What follows belongs to an exercise in optimizing a design on an open flow for small area; a production flow would make more cautious choices.
Function was checked by simulation only, so behaviour that the tests miss may differ from the original.
Power is estimated from default activity; no workload was simulated.

## flow/design.v (module list and top-level ports; edited modules follow where they fit)
// module LeNet_C1_layer: 3785 lines
// module c1_hold: 9 lines
// module c1_fa: 10 lines
module LeNet_C1_layer(
	input	wire		i_sclk,
	input	wire		i_rstn,
	input	wire		i_vsync,
	input	wire		i_hsync,
	input	wire		i_valid,
	input	wire		i_tdata,
	input	wire[5:0]	i_W_en,
	input	wire[7:0]	i_Weight_1,
	input	wire[7:0]	i_Weight_2,
	input	wire[7:0]	i_Weight_3,
	input	wire[7:0]	i_Weight_4,
	input	wire[7:0]	i_Weight_5,
	input	wire[7:0]	i_Weight_6,
	input	wire[4:0]	i_W_addr,
	input	wire[7:0]	i_Bias_1,
	input	wire[7:0]	i_Bias_2,
	input	wire[7:0]	i_Bias_3,
	input	wire[7:0]	i_Bias_4,
	input	wire[7:0]	i_Bias_5,
	input	wire[7:0]	i_Bias_6,
	output	reg 		o_hsync,
	output	reg 		o_valid,
	output	reg [5:0]	o_tdata
);
  // ...
==> flow/run.sh <==
#!/bin/bash
# synth_recipe.tcl (not shown) runs the flow's synth.tcl, then flattens the netlist and writes it again
# the make line also repeats each setting of config.mk as NAME=value (left out here)
make -C /OpenROAD-flow-scripts/flow DESIGN_CONFIG=/design/flow/config.mk WORK_HOME=/design/flow/orfs CLKGATE_MAP_FILE= SYNTH_SCRIPT=/design/flow/synth_recipe.tcl finish
==> flow/config.mk <==
export PLATFORM = sky130hd
export DESIGN_NAME = LeNet_C1_layer
export DESIGN_NICKNAME = LeNet_C1_layer
export VERILOG_FILES = /design/flow/design.v
export SDC_FILE = /design/flow/constraint.sdc
export NUM_CORES = 4
export LEC_CHECK = 0
export CAP_MARGIN = 20
export CORE_MARGIN = 2
export CORE_UTILIZATION = 60
export CTS_BUF_LIST = sky130_fd_sc_hd__clkbuf_8
export PLACE_DENSITY = 0.7
export SLEW_MARGIN = 20
export SYNTH_HIERARCHICAL = 1
==> flow/constraint.sdc <==
create_clock -name core_clock -period 6.0 [get_ports {i_sclk}]
set_input_delay 1.2000 -clock core_clock [delete_from_list [all_inputs] [get_ports {i_sclk}]]
set_output_delay 1.2000 -clock core_clock [all_outputs]
set_load 0.01 [all_outputs]
==> out/qor.csv, run 1 <==
stage,metric,value,unit
placed_design,Place WS,0.0803,ns
final_layout,layout clock buffer count,277,
yosys,"count leader, synth",nand2_1,
setup_path,Worst R2R Setup Slack,0.17,ns
floorplan,die area,119000,um2
final_layout,fraction of area in multi-input gates,52.8,%
yosys,Synth Area in Adders,32.6,%
final_layout,Area Growth Syn to Fin,13.0,%
final_layout,final instance area,79000,um2
pwr,Clock power frac,40.2,%
detailed_routing,post-route DRC violation count,0,
floorplan,Row Count,125,
sta,RSZ-0062 raised after global routing,true,
yosys,Compound-Gate Fraction of Synth Area,17.3,%
global_route,met1 Use GR,53.2,%
yosys,top cell type by total area after synthesis,dfxtp_1,
setup_path,"Req. time, crit path",6.89,ns
hold_path,hold endpoint,val_d[3]$_DFF_P_,
yosys,Post-Syn Nets,7115,
yosys,Post-synth top flop,dfxtp_1,
placed_design,placed insts,7463,
final_layout,biggest regs,"wr x1200, lb x117, val_d x7",
outcome,outcome,no timing/DRC/antenna violations,
hold_path,hold_sp,val_d[2]$_DFF_P_,
pwr,combinational share of power,14.4,%
yosys,Syn Area/Cell,11.9,um2
setup_path,number of cells on the critical path,16,
final_layout,Data buffer area share,3.55,%
final_layout,"Largest area class, layout",multi-input gates,
==> inputs of run 2 (changes only) <==
--- a/flow/design.v
+++ b/flow/design.v
@@ -63,27 +63,26 @@
 end
 reg [116:0]	lb;
 wire[116:0]	lb_nx;
 wire		lb_e = val_d[5];
 wire		lb_ne = ~val_d[5];
 c1_hold lb_hold[116:0] (.e(lb_e), .ne(lb_ne), .d({lb[115:0], pix_d[5]}), .q(lb), .y(lb_nx));
 always @(posedge i_sclk)
 	lb <= lb_nx;
-wire[7:0]	wd[5:0];
 reg [1199:0]	wr;	 
 genvar g, a;
 generate
 	for (g = 0; g < 6; g = g + 1) begin: wgt
-		assign wd[g] = wt[g] & {8{i_rstn}};
 		for (a = 0; a < 25; a = a + 1) begin: adr
-			wire e = !i_rstn || (i_W_en[g] && i_W_addr == a);
-			wire ne = ~e;
+			wire we = i_W_en[g] && i_W_addr == a;
+			wire e = i_rstn && we;
+			wire ne = i_rstn && !we;
 			wire[7:0] nx;
-			c1_hold h[7:0] (.e(e), .ne(ne), .d(wd[g]), .q(wr[8*(25*g+a) +: 8]), .y(nx));
+			c1_hold h[7:0] (.e(e), .ne(ne), .d(wt[g]), .q(wr[8*(25*g+a) +: 8]), .y(nx));
 			always @(posedge i_sclk)
 				wr[8*(25*g+a) +: 8] <= nx;
 		end
 	end
 endgenerate
 wire m0_1 = ~(wr[0] & lb[116]);
 wire m0_2 = ~(wr[1] & lb[116]);
 wire m0_3 = ~(wr[2] & lb[116]);
==> flow/config.mk (replaced) <==
export PLATFORM = sky130hd
export DESIGN_NAME = LeNet_C1_layer
export DESIGN_NICKNAME = LeNet_C1_layer
export VERILOG_FILES = /design/flow/design.v
export SDC_FILE = /design/flow/constraint.sdc
export NUM_CORES = 4
export LEC_CHECK = 0
export CAP_MARGIN = 20
export CORE_MARGIN = 2
export CORE_UTILIZATION = 60
export CTS_CLUSTER_DIAMETER = 100
export CTS_CLUSTER_SIZE = 25
export PLACE_DENSITY = 0.7
export SLEW_MARGIN = 20
export SYNTH_HIERARCHICAL = 1
==> run 2 against run 1 <==
  * Register-to-register slack better by 0.06 ns
  * Sequential power fell by about 10%
  * Utilization down 2.4 points
  * Via count rose by 1.5%
  * Area after synthesis shrank 0.29%
  * Global-route usage increased by 3.3 points
  * Total power fell by 32%
  * Critical path type unchanged
==> out/qor.csv, run 2 <==
stage,metric,value,unit,change
outcome,outcome,no timing/DRC/antenna violations,,unchanged
yosys,Syn Area/Cell,12.2,um2,was 11.9 um2
detailed_routing,post-route DRC violation count,0,,unchanged
floorplan,initial core utilization,60.2,%,was 60.3%
final_layout,"Cell Count, Final, Fillers Out",7462,,"was 7,877"
yosys,Cells after Synth,5711,,"was 5,859"
setup_path,cells along the critical path,buf_12 -> nand2_1 -> fa_1 -> fa_2 -> fa_1 -> fa_1 -> fa_1 -> fa_1 -> fa_1 -> fa_1 -> ha_1 -> a211oi_2 -> nand3_1 -> a2bb2oi_1 -> a221oi_1 -> or3_1,,was buf_12 -> and2_1 -> fa_1 -> fa_1 -> fa_1 -> fa_1 -> fa_1 -> fa_1 -> fa_1 -> fa_1 -> ha_1 -> a211oi_2 -> nand3_1 -> a2bb2oi_1 -> a221oi_1 -> or3_1
final_layout,final instance area,76100,um2,"was 79,000 um2"
pwr,Pleak,23.3,nW,was 26.9 nW
yosys,Post-synth top flop,dfxtp_1,,unchanged
pwr,worst vdd ir,0.279,mV,was 0.268 mV
final_layout,Largest Register,wr,,unchanged
final_layout,"commonest cells after routing, fill and taps aside","dfxtp_1, a22o_1, fa_1",,"was nand2_1, dfxtp_1, a22o_1"
setup_path,worst reg2reg path depth,16,,unchanged
global_route,initial antenna violation count,12,,was 6
detailed_routing,WL final,238,mm,was 219 mm
final_layout,layout cells sized above 1,5.60,%,was 9.03%
yosys,Async SR Flop Fraction,0,%,unchanged
floorplan,Die Span X,345,um,about the same
final_layout,Final #Nets,7170,,"was 7,422"
sta,worst rel slew slack,12.5,%,was 24.3%
detailed_routing,WL per Instance,31.9,um,was 27.8 um
floorplan,die area,119000,um2,about the same
setup_path,number of cells on the critical path,16,,unchanged
yosys,YS warnings,7,,unchanged
sta,final setup TNS,0,ns,unchanged
detailed_routing,number of DRC markers in iteration 0,6851,,"was 5,386"
setup_path,Worst Setup Start Kind,flip-flop,,unchanged
hold_path,HP Class,flip-flop to flip-flop,,unchanged
setup_path,CP max stage delay,0.65,ns,about the same
yosys,top-area cell type share of the netlist area,38.6,%,was 38.5%
clocking,CTS tree,done,,unchanged
setup_path,critical path buffer and inverter count,1,,unchanged
sta,final setup fails,0,,unchanged
job,maxcap violations,0,,unchanged
sta,Max Slew Vio Count,0,,unchanged
pwr,PD cells,199,nW/um2,was 282 nW/um2
setup_path,Crit path arrival time,6.47,ns,was 6.72 ns
placed_design,GPL Wtd Cong,0.972,,was 0.966
global_route,Congestion Overflow GR,0,,unchanged
setup_path,Crit. End Element,flip-flop,,unchanged
yosys,sequential area share after synthesis,38.6,%,was 38.5%
detailed_routing,Final ANT Viol Nets,0,,unchanged
sta,Worst-Margin Slew,1.31,ns,was 1.13 ns
final_layout,Area Growth Syn to Fin,9.16,%,was 13.0%
yosys,"Cell Area, Synth",69700,um2,"was 69,900 um2"
placed_design,placed insts,7364,,"was 7,463"
floorplan,Row Count,125,,unchanged
clocking,CTS Buffer Depth,3,,unchanged
final_layout,Final Util,65.8,%,was 68.2%
final_layout,"most common cell after layout, fill and taps aside",dfxtp_1,,was nand2_1
yosys,top cell type by total area after synthesis,dfxtp_1,,unchanged
global_route,largest net degree at the start of global routing,80,,was 102
yosys,Yosys cell types,38,,was 33
placed_design,dpl hpwl,172,mm,was 156 mm
detailed_routing,DR vias/cell,6.74,,was 6.30
clocking,Root Driver,clkbuf_16,,was clkbuf_8
final_layout,max reg flops,1200,,unchanged
setup_path,slowest CP cell,fa_2,,was fa_1
placed_design,IO Port Bufs,120,,unchanged
setup_path,CP max FO,25,,was 17
clocking,worst skew pair latency,0.77,ns,was 0.97 ns
floorplan,io pins,121,,unchanged
hold_path,Worst Hold Depth,0,,unchanged
sta,Final period util,96.2,%,was 97.1%
floorplan,Core Box Area,116000,um2,about the same
floorplan,Die Height,345,um,about the same
clocking,clock sinks,1345,,unchanged
yosys,Post-Syn Nets,6967,,"was 7,115"
sta,final hold viol count,0,,unchanged
setup_path,critical path's top delay family,adder cells,,unchanged
setup_path,crit path kind,flip-flop to flip-flop,,unchanged
global_route,GR Util All Layers,40.2,%,was 36.9%
clocking,"CTS clk-pin slew, worst paths",0.11,ns,was 0.07 ns
global_route,global-route wire length before repair,345,mm,was 326 mm
yosys,Commonest cells post-synth,"dfxtp_1, a22o_1, fa_1, nand2_1, nor2_1",,"was nand2_1, dfxtp_1, a22o_1, fa_1, and2_1"
clocking,CTS Buf Count,61,,was 218
setup_path,"Req. time, crit path",6.70,ns,was 6.89 ns
yosys,register bit total from synthesis,1345,,unchanged
global_route,vias in the first global route,50400,,"was 50,300"
yosys,Synth area leaders,"dfxtp_1, fa_1, a22o_1",,unchanged
yosys,"count leader, synth",dfxtp_1,,was nand2_1
yosys,Post-synth EDFFs,0,,unchanged
final_layout,biggest regs,"wr x1200, lb x117, val_d x7",,unchanged
detailed_routing,Via Count,50300,,"was 49,600"
sta,Tmin final,5.77,ns,was 5.83 ns
sta,Fin Clk Skew,0.0323,ns,was 0.0406 ns
pwr,Final Total Pwr,15.2,mW,was 22.3 mW
clocking,hold_buf cts,0,,unchanged
setup_path,CP dominant cell by count,fa_1,,unchanged
sta,fmax,0.173,GHz,was 0.172 GHz
clocking,H-tree level count,2,,was 4
placed_design,"Cell Area, Placed",74100,um2,"was 73,900 um2"
detailed_routing,first-pass detailed-route iteration total,6,,was 7
==> run 2: area by class of cell <==
| class | instances | area [um2] |
|---|---|---|
| inverter | 46 | 175 |
| sequential | 1345 | 27000 |
| clock inverter | 9 | 155 |
| clock buffer | 64 | 1540 |
| multi-input combinational | 4142 | 42000 |
| tap | 1524 | 1910 |
| antenna | 14 | 35.0 |
| timing repair buffer | 318 | 3310 |
| fill | 8921 | 39600 |
==> run 2: cell families after synthesis <==
kind of cell | after synthesis | synth area share [%]
AO/OA/AOI/OAI | 1538 | 18.9
XOR/XNOR | 1 | 0.0126
adder cells (fa/ha/maj) | 1143 | 32.7
buffers and inverters | 224 | 1.23
flip-flops | 1345 | 38.6
AND/OR/NAND/NOR | 1460 | 8.56
==> run 2: worst paths after layout <==
check,startpoint,to,slack (ns)
max,lb[113]$_DFF_P_,o_tdata[0]$_DFF_P_,0.23
min,val_d[4]$_DFF_P_,val_d[5]$_DFF_P_,0.32
max reg2reg,lb[113]$_DFF_P_,o_tdata[0]$_DFF_P_,0.23
min reg2reg,val_d[4]$_DFF_P_,val_d[5]$_DFF_P_,0.32
==> run 2: power by group <==
part | switching (mW) | internal [mW]
sequential | 0.0716 | 9.02
combinational | 0.795 | 0.354
clock | 3.02 | 1.91
total | 3.89 | 11.3
==> run 2: per-module statistics from Yosys, one instance, submodules excluded <==
module | flip-flops and latches | cell area [um2] | copies in the design
c1_hold | 0 | 8.76 | 1317
c1_fa | 0 | 20.0 | 1128
LeNet_C1_layer | 1345 | 35600 | 1
==> run 2: what timing repair did <==
item,4_1_cts,5_1_grt
buffers inserted,0,4
endpoints found under the setup margin,0,5
resized for setup,0,23
==> run 2: worst reg2reg max path, delay by kind of cell, from the launching register on <==
| family | cells | cell delay, ns |
|---|---|---|
| flip-flops | 1 | 0.40 |
| AO/OA/AOI/OAI | 3 | 0.61 |
| buffers and inverters | 1 | 0.20 |
| adder cells (fa/ha/maj) | 9 | 4.12 |
| AND/OR/NAND/NOR | 3 | 0.38 |
==> run 2: metrics by stage <==
stage,setup WS (ns),hold WS (ns)
4_1_cts,0.0987,0.327
6_report,0.228,0.325
5_1_grt,-0.00867,0.338
2_1_floorplan,0.283,0.310
3_3_place_gp,0.211,0.310
3_5_place_dp,0.179,0.312
==> run 2: routing by layer <==
layer  track usage (%)  vias up  part of all wire (%)  routed length [um]
li1                  -    20400                     -                   -
met1              56.7    25900                    39               93000
met2              58.2     3340                    43              103000
met3              10.4      572                    12               28100
met4              19.4       28                   5.8               13900
met5                 0        -                 0.081                 193
==> inputs of run 3 (changes only) <==
==> flow/flow/run.sh (new file) <==
#!/bin/bash
# The standard layout (standard.sh) with two changes: the port buffers use the
# smallest buffer cell, and clock tree synthesis adds no dummy loads and
# clusters up to 25 sinks within 100 um. Each step's full log stays under
# orfs/logs; make's own output goes to standard.log.
set -euo pipefail
export BUFFER_PORTS_ARGS="-buffer_cell sky130_fd_sc_hd__buf_1"
export CTS_ARGS="-sink_clustering_enable -repair_clock_nets -dont_use_dummy_load -sink_clustering_size 25 -sink_clustering_max_diameter 100"
bash standard.sh > standard.log 2>&1
==> flow/standard.sh (new file) <==
#!/bin/bash
# synth_recipe.tcl (not shown) runs the flow's synth.tcl, then flattens the netlist and writes it again
# the make line also repeats each setting of config.mk as NAME=value (left out here)
make -C /OpenROAD-flow-scripts/flow DESIGN_CONFIG=/design/flow/config.mk WORK_HOME=/design/flow/orfs CLKGATE_MAP_FILE= SYNTH_SCRIPT=/design/flow/synth_recipe.tcl "${@:-finish}"
removed: flow/run.sh
==> run 3 against run 2 <==
  * Sequential power hardly changed
  * Setup slack worse by 0.12 ns
  * Largest power group unchanged
  * Clock skew is 0.020 ns higher
  * Utilization is 1.0 points lower
  * Critical path depth is 1 higher
  * Still clean on timing, DRC and antenna
  * Critical path type unchanged
  * Clock power is 4.1% lower
  * Largest cell class unchanged
==> out/qor.csv, run 3 <==
stage,metric,value,unit,change
setup_path,CP max FO,9,,was 25
setup_path,cells along the critical path,buf_12 -> buf_12 -> nand2_1 -> fa_1 -> fa_1 -> fa_1 -> fa_1 -> fa_1 -> fa_1 -> fa_1 -> fa_1 -> ha_1 -> a211oi_2 -> nand3_1 -> a2bb2oi_1 -> a221oi_1 -> or3_1,,was buf_12 -> nand2_1 -> fa_1 -> fa_2 -> fa_1 -> fa_1 -> fa_1 -> fa_1 -> fa_1 -> fa_1 -> ha_1 -> a211oi_2 -> nand3_1 -> a2bb2oi_1 -> a221oi_1 -> or3_1
yosys,Post-synth top flop,dfxtp_1,,unchanged
hold_path,Worst Hold Depth,0,,unchanged
detailed_routing,Final ANT Viol Nets,0,,unchanged
yosys,YS warnings,7,,unchanged
yosys,Cells after Synth,5711,,unchanged
clocking,CTS Buffer Depth,3,,unchanged
clocking,worst skew pair latency,0.74,ns,was 0.77 ns
clocking,CTS tree,done,,unchanged
detailed_routing,first-pass detailed-route iteration total,6,,unchanged
clocking,"CTS clk-pin slew, worst paths",0.10,ns,was 0.11 ns
floorplan,io pins,121,,unchanged
sta,RSZ-0062 raised after global routing,true,,
sta,Fin Clk Skew,0.0526,ns,was 0.0323 ns
global_route,global-route wire length before repair,340,mm,was 345 mm
final_layout,"commonest cells after routing, fill and taps aside","dfxtp_1, a22o_1, fa_1",,unchanged
setup_path,"Req. time, crit path",6.67,ns,was 6.70 ns
detailed_routing,number of DRC markers in iteration 0,6998,,"was 6,851"
yosys,Post-Syn Nets,6967,,unchanged
sta,Worst-Margin Slew,1.37,ns,was 1.31 ns
final_layout,layout cells sized above 1,5.08,%,was 5.60%
placed_design,IO Port Bufs,120,,unchanged
detailed_routing,post-route DRC violation count,0,,unchanged
setup_path,crit path kind,flip-flop to flip-flop,,unchanged
detailed_routing,WL per Instance,31.6,um,was 31.9 um
floorplan,initial core utilization,60.2,%,unchanged
yosys,Yosys cell types,38,,unchanged
global_route,vias in the first global route,49800,,"was 50,400"
global_route,initial antenna violation count,20,,was 12
yosys,top-area cell type share of the netlist area,38.6,%,unchanged
final_layout,# fillers,9081,,"was 8,921"
clocking,CTS Buf Count,61,,unchanged
setup_path,Crit. End Element,flip-flop,,unchanged
final_layout,Largest Register,wr,,unchanged
placed_design,"Cell Area, Placed",73200,um2,"was 74,100 um2"
yosys,Async SR Flop Fraction,0,%,unchanged
yosys,Synth area leaders,"dfxtp_1, fa_1, a22o_1",,unchanged
yosys,"Cell Area, Synth",69700,um2,unchanged
sta,Tmin final,5.89,ns,was 5.77 ns
global_route,Congestion Overflow GR,0,,unchanged
setup_path,Worst Setup Start Kind,flip-flop,,unchanged
global_route,largest net degree at the start of global routing,112,,was 80
final_layout,final instance area,74900,um2,"was 76,100 um2"
clocking,clock sinks,1345,,unchanged
setup_path,CP max stage delay,0.56,ns,was 0.65 ns
clocking,H-tree level count,2,,unchanged
job,maxcap violations,0,,unchanged
yosys,sequential area share after synthesis,38.6,%,unchanged
floorplan,Row Count,125,,unchanged
pwr,Pleak,22.7,nW,was 23.3 nW
yosys,Commonest cells post-synth,"dfxtp_1, a22o_1, fa_1, nand2_1, nor2_1",,unchanged
setup_path,Crit path arrival time,6.56,ns,was 6.47 ns
hold_path,HP Class,flip-flop to flip-flop,,unchanged
floorplan,die area,119000,um2,unchanged
setup_path,critical path buffer and inverter count,2,,was 1
setup_path,number of cells on the critical path,17,,was 16
detailed_routing,Via Count,50200,,"was 50,300"
floorplan,Core Box Area,116000,um2,unchanged
sta,Final period util,98.1,%,was 96.2%
floorplan,Die Span X,345,um,unchanged
final_layout,"Cell Count, Final, Fillers Out",7420,,"was 7,462"
placed_design,placed insts,7340,,"was 7,364"
pwr,PD cells,199,nW/um2,about the same
detailed_routing,WL final,235,mm,was 238 mm
final_layout,Final #Nets,7140,,"was 7,170"
yosys,Post-synth EDFFs,0,,unchanged
sta,final setup fails,0,,unchanged
sta,Max Slew Vio Count,0,,unchanged
yosys,register bit total from synthesis,1345,,unchanged
placed_design,GPL Wtd Cong,0.993,,was 0.972
clocking,Root Driver,clkbuf_16,,unchanged
detailed_routing,DR vias/cell,6.76,,was 6.74
final_layout,Area Growth Syn to Fin,7.46,%,was 9.16%
sta,fmax,0.170,GHz,was 0.173 GHz
setup_path,critical path's top delay family,adder cells,,unchanged
floorplan,Die Height,345,um,unchanged
final_layout,"most common cell after layout, fill and taps aside",dfxtp_1,,unchanged
sta,worst rel slew slack,8.28,%,was 12.5%
pwr,worst vdd ir,0.240,mV,was 0.279 mV
sta,final hold viol count,0,,unchanged
setup_path,worst reg2reg path depth,17,,was 16
placed_design,dpl hpwl,170,mm,was 172 mm
yosys,top cell type by total area after synthesis,dfxtp_1,,unchanged
final_layout,biggest regs,"wr x1200, lb x117, val_d x7",,unchanged
setup_path,CP dominant cell by count,fa_1,,unchanged
outcome,outcome,no timing/DRC/antenna violations,,unchanged
yosys,"count leader, synth",dfxtp_1,,unchanged
setup_path,slowest CP cell,fa_1,,was fa_2
global_route,GR Util All Layers,39.6,%,was 40.2%
yosys,Syn Area/Cell,12.2,um2,unchanged
final_layout,max reg flops,1200,,unchanged
[run 3: cell counts after synthesis]
No cell type changed its count.
[run 3: where the power goes]
part	switching [mW]	internal, mW
Clock	2.92	1.81
Sequential	0.0687	9.02
Combinational	0.792	0.295
Total	3.78	11.1
[run 3: metal layers]
metal | wire length, um | up-vias | global-route usage, %
li1 | - | 20400 | -
met1 | 92400 | 25900 | 56.8
met2 | 101000 | 3393 | 57.5
met3 | 28800 | 506 | 9.82
met4 | 12200 | 22 | 17.3
met5 | 148 | - | 0
[run 3: cells by family after synthesis]
| family | Yosys count | share of synthesized area, % |
|---|---|---|
| compound gates | 1538 | 18.9 |
| xor+xnor | 1 | 0.0126 |
| fa+ha+maj | 1143 | 32.7 |
| buf+inv | 224 | 1.23 |
| flops | 1345 | 38.6 |
| simple gates | 1460 | 8.56 |
[run 3: layout make-up]
cell class	count	area (um2)	share of cell area, %
repair buffers	288	2270	3.03
inverters	46	175	0.234
multi-input cells	4142	42000	56.1
diodes	14	35.0	0.0468
flip-flops and latches	1345	27000	36.0
well taps	1524	1910	2.54
clock buffers	61	1530	2.04
[run 3: path summary, 6_finish.rpt]
| check | from | end | slack [ns] |
|---|---|---|---|
| hold reg to reg | val_d[4]$_DFF_P_ | val_d[5]$_DFF_P_ | 0.33 |
| setup reg to reg | lb[58]$_DFF_P_ | o_tdata[3]$_DFF_P_ | 0.11 |
| hold / removal | val_d[4]$_DFF_P_ | val_d[5]$_DFF_P_ | 0.33 |
| setup / recovery | lb[58]$_DFF_P_ | o_tdata[3]$_DFF_P_ | 0.11 |
[run 3: through the flow]
stage	setup TNS [ns]	total power, mW	hold slack [ns]	utilization (%)	setup WS [ns]
floorplan	0	9.75	0.310	-	0.283
global placement	0	10.3	0.310	63.2	0.182
detailed placement	0	10.3	0.312	63.2	0.142
finish	0	14.9	0.329	64.7	0.111
global route	-0.106	15.2	0.332	64.7	-0.0432
CTS	0	14.9	0.330	64.5	0.0677
[run 3: repair_timing]
| item | CTS | global route |
|---|---|---|
| hold buffers | 0 | 0 |
| endpoints found under the hold margin | 0 | 0 |
| gates resized for setup | 0 | 29 |
| setup endpoints to repair | 0 | 6 |
| buffers inserted | 0 | 3 |
[run 3: Yosys stat by module, one instance, submodules excluded]
module,cells,times used,flip-flops and latches,cell area (um2)
LeNet_C1_layer,3266,1,1345,35600
c1_fa,1,1128,0,20.0
c1_hold,1,1317,0,8.76
==> inputs of run 4 (changes only) <==
--- a/flow/config.mk
+++ b/flow/config.mk
@@ -8,8 +8,8 @@
 export CAP_MARGIN = 20
 export CORE_MARGIN = 2
-export CORE_UTILIZATION = 60
+export CORE_UTILIZATION = 66
 export CTS_CLUSTER_DIAMETER = 100
 export CTS_CLUSTER_SIZE = 25
-export PLACE_DENSITY = 0.7
+export PLACE_DENSITY = 0.76
 export SLEW_MARGIN = 20
 export SYNTH_HIERARCHICAL = 1
==> run 4 against run 3 <==
  * Setup slack gained 0.089 ns
  * Register-to-register slack gained 0.09 ns
  * Die area shrank 9.0%
  * Largest cell class unchanged
  * Highest routed layer unchanged
==> out/qor.csv, run 4 <==
stage,metric,value,unit,change
detailed_routing,post-route DRC violation count,0,,unchanged
sta,Worst-Margin Slew,1.31,ns,was 1.37 ns
clocking,CTS Buf Count,61,,unchanged
clocking,H-tree level count,2,,unchanged
pwr,combinational share of power,7.2,%,was 7.3%
pwr,Final Total Pwr,14.9,mW,about the same
pwr,PD cells,199,nW/um2,about the same
final_layout,Reg area,27000,um2,about the same
detailed_routing,met2 WL post-DR,99.0,mm,was 101 mm
final_layout,max reg flops,1200,,unchanged
final_layout,biggest regs,"wr x1200, lb x117, val_d x7",,unchanged
final_layout,Area Growth Syn to Fin,7.04,%,was 7.46%
detailed_routing,DR vias/cell,6.97,,was 6.76
final_layout,Largest Register,wr,,unchanged
global_route,largest net degree at the start of global routing,86,,was 112
floorplan,initial core utilization,66.4,%,was 60.2%
detailed_routing,first-pass detailed-route iteration total,6,,unchanged
yosys,Synth area leaders,"dfxtp_1, fa_1, a22o_1",,unchanged
clocking,"CTS clk-pin slew, worst paths",0.10,ns,about the same
yosys,Post-synth EDFFs,0,,unchanged
pwr,Reg power frac,61.2,%,was 61.0%
hold_path,HP Class,flip-flop to flip-flop,,unchanged
outcome,outcome,no timing/DRC/antenna violations,,unchanged
final_layout,"commonest cells after routing, fill and taps aside","dfxtp_1, a22o_1, fa_1",,unchanged
final_layout,footprint of the multi-input gates,42000,um2,about the same
setup_path,Crit. End Element,flip-flop,,unchanged
detailed_routing,WL final,231,mm,was 235 mm
job,maxcap violations,0,,unchanged
setup_path,Worst Setup Start Kind,flip-flop,,unchanged
floorplan,die area,108000,um2,"was 119,000 um2"
yosys,top-area cell type share of the netlist area,38.6,%,unchanged
global_route,global-route wire length before repair,338,mm,was 340 mm
final_layout,Final #Nets,7131,,"was 7,140"
setup_path,"Req. time, crit path",6.65,ns,was 6.67 ns
yosys,Yosys cell types,38,,unchanged
placed_design,"Cell Area, Placed",72900,um2,"was 73,200 um2"
detailed_routing,Via Count,50700,,"was 50,200"
clocking,clock sinks,1345,,unchanged
setup_path,Worst R2R Setup Slack,0.20,ns,was 0.11 ns
global_route,GR Util All Layers,43.0,%,was 39.6%
sta,Max Slew Vio Count,0,,unchanged
detailed_routing,Top Layer Used,met5,,unchanged
clocking,CTS Buffer Depth,3,,unchanged
yosys,Async SR Flop Fraction,0,%,unchanged
pwr,Clock power frac,31.6,%,was 31.7%
clocking,Root Driver,clkbuf_16,,unchanged
floorplan,Row Count,119,,was 125
yosys,Syn Area/Cell,12.2,um2,unchanged
global_route,vias in the first global route,51000,,"was 49,800"
floorplan,io pins,121,,unchanged
sta,final setup TNS,0,ns,unchanged
yosys,"count leader, synth",dfxtp_1,,unchanged
pwr,Pleak,22.6,nW,was 22.7 nW
yosys,Post-Syn Nets,6967,,unchanged
yosys,"Cell Area, Synth",69700,um2,unchanged
yosys,YS warnings,7,,unchanged
setup_path,Crit path arrival time,6.45,ns,was 6.56 ns
yosys,Cells after Synth,5711,,unchanged
sta,worst rel slew slack,12.0,%,was 8.28%
floorplan,Die Span X,329,um,was 345 um
detailed_routing,number of DRC markers in iteration 0,7411,,"was 6,998"
yosys,register bit total from synthesis,1345,,unchanged
global_route,initial antenna violation count,16,,was 20
final_layout,"most common cell after layout, fill and taps aside",dfxtp_1,,unchanged
placed_design,IO Port Bufs,120,,unchanged
sta,Tmin final,5.80,ns,was 5.89 ns
sta,Fin Clk Skew,0.0638,ns,was 0.0526 ns
pwr,worst vdd ir,0.274,mV,was 0.240 mV
clocking,hold_buf cts,0,,unchanged
final_layout,layout cells sized above 1,4.89,%,was 5.08%
clocking,worst skew pair latency,0.75,ns,was 0.74 ns
final_layout,final instance area,74600,um2,"was 74,900 um2"
detailed_routing,WL met3,30.3,mm,was 28.8 mm
sta,final setup fails,0,,unchanged
floorplan,Die Height,329,um,was 345 um
detailed_routing,WL per Instance,31.7,um,was 31.6 um
final_layout,# fillers,7448,,"was 9,081"
sta,fmax,0.172,GHz,was 0.170 GHz
yosys,top cell type by total area after synthesis,dfxtp_1,,unchanged
setup_path,CP max FO,22,,was 9
sta,Final period util,96.7,%,was 98.1%
pwr,Switching Share,25.1,%,was 25.3%
pwr,Net Switching,3.73,mW,was 3.78 mW
placed_design,dpl hpwl,167,mm,was 170 mm
detailed_routing,metal1 wirelength,86.3,mm,was 92.4 mm
placed_design,GPL Wtd Cong,1.04,,was 0.993
global_route,Congestion Overflow GR,0,,unchanged
yosys,sequential area share after synthesis,38.6,%,unchanged
floorplan,Core Box Area,105000,um2,"was 116,000 um2"
setup_path,crit path kind,flip-flop to flip-flop,,unchanged
sta,final hold viol count,0,,unchanged
pwr,cell internal pwr,11.1,mW,about the same
clocking,CTS tree,done,,unchanged
yosys,Post-synth top flop,dfxtp_1,,unchanged
yosys,Commonest cells post-synth,"dfxtp_1, a22o_1, fa_1, nand2_1, nor2_1",,unchanged
detailed_routing,Final ANT Viol Nets,0,,unchanged
[run 4: cell counts after synthesis]
Identical to the previous run, type by type.
[run 4: stage by stage]
| stage | util (%) | setup WS [ns] | hold WS [ns] | instances |
|---|---|---|---|---|
| finish | 71.1 | 0.200 | 0.336 | 7277 |
| global route | 71.1 | -0.00599 | 0.339 | 7264 |
| CTS | 70.9 | 0.0106 | 0.337 | 7256 |
| detailed placement | 69.5 | 0.0639 | 0.312 | 7195 |
| global placement | 69.4 | 0.191 | 0.310 | 7193 |
| floorplan | - | 0.283 | 0.310 | 5711 |
[run 4: worst paths after layout]
kind / end / cells past startpoint / start
worst max-delay path: o_tdata[0]$_DFF_P_ / 16 / lb[113]$_DFF_P_
worst min-delay path: val_d[2]$_DFF_P_ / 0 / val_d[1]$_DFF_P_
worst max register to register: o_tdata[0]$_DFF_P_ / 16 / lb[113]$_DFF_P_
worst min register to register: val_d[2]$_DFF_P_ / 0 / val_d[1]$_DFF_P_
[run 4: Yosys stat by module (local to each module, per instance)]
module / times used / cell area, um2
c1_fa: 1128 / 20.0
LeNet_C1_layer: 1 / 35600
c1_hold: 1317 / 8.76
[run 4: routing by layer]
metal	vias to the layer above	GRT usage, %
li1	20400	-
met3	720	13.3
met1	25900	58.5
met5	-	0.696
met2	3730	62.1
met4	20	23.3
[run 4: power groups by stage]
| stage | Combinational (mW) | Clock (mW) | Sequential, mW |
|---|---|---|---|
| after floorplan | 0.473 | 0 | 9.28 |
| after global placement | 0.996 | 0 | 9.29 |
| after detailed placement | 1.01 | 0 | 9.30 |
| after CTS | 1.02 | 4.69 | 9.09 |
| after global routing | 1.11 | 4.98 | 9.10 |
| final | 1.07 | 4.69 | 9.09 |
[run 4: timing repair]
action / in CTS / in global routing
endpoints found under the setup margin: 0 / 4
gates resized for setup: 0 / 21
buffers inserted: 0 / 2
[run 4: cell type report]
type | count | share of cell area [%]
tap | 1391 | 2.33
antenna | 13 | 0.0436
clock buffer | 61 | 2.05
inverter | 46 | 0.235
sequential | 1345 | 36.1
multi-input combinational | 4142 | 56.3
timing repair buffer | 279 | 2.91
[run 4: cells by family after synthesis]
logic type                 Yosys count  share of synthesized area, %
buffers and inverters              224                          1.23
AOI/OAI and AO/OA                 1538                          18.9
xor gates and xnor gates             1                        0.0126
DFF                               1345                          38.6
and+or+nand+nor                   1460                          8.56
adders and majority gates         1143                          32.7
[run 4: critical path: stages, from the launching register on]
cell,delay (ns)
dfxtp_2,0.39
buf_12,0.21
nand2_1,0.11
fa_1,0.52
fa_1,0.64
fa_1,0.45
fa_1,0.46
fa_1,0.41
fa_1,0.46
fa_1,0.38
fa_1,0.44
ha_1,0.32
a211oi_2,0.25
nand3_1,0.12
a2bb2oi_1,0.15
a221oi_1,0.22
or3_1,0.15

[afterwards: timing with drivers on the ports]
The results above use ideal ports. As a check the final layouts listed here were re-extracted and re-timed, cells and wires unchanged. Step 1 assumes that a clkbuf_16 drives the clock port and a buf_2 every other input. Step 2 times the ports against the registers' clock, not the clock port: input delays grow and output delays shrink by t, the midpoint of the rising clock arrivals with the driver on. Slacks: ideal / step 1 / step 2; pairs: ideal / step 1.
run | t, ns | setup slack, ns | hold slack, ns | pins driven straight from the clock port
run 1 | 1.027 | 0.173 / 0.173 / 0.173 | 0.329 / 0.329 / 0.329 | 1
run 2 | 0.832 | 0.228 / 0.228 / 0.219 | 0.325 / 0.325 / 0.325 | 1
run 3 | 0.797 | 0.111 / 0.111 / 0.111 | 0.329 / 0.329 / 0.329 | 1
run 4 | 0.793 | 0.200 / 0.200 / 0.200 | 0.336 / 0.336 / 0.336 | 1
After both steps every run listed still meets setup and hold. The setup slack of run 2, which loses most, moves by 0.000 ns with the drivers and by -0.009 ns with both steps.
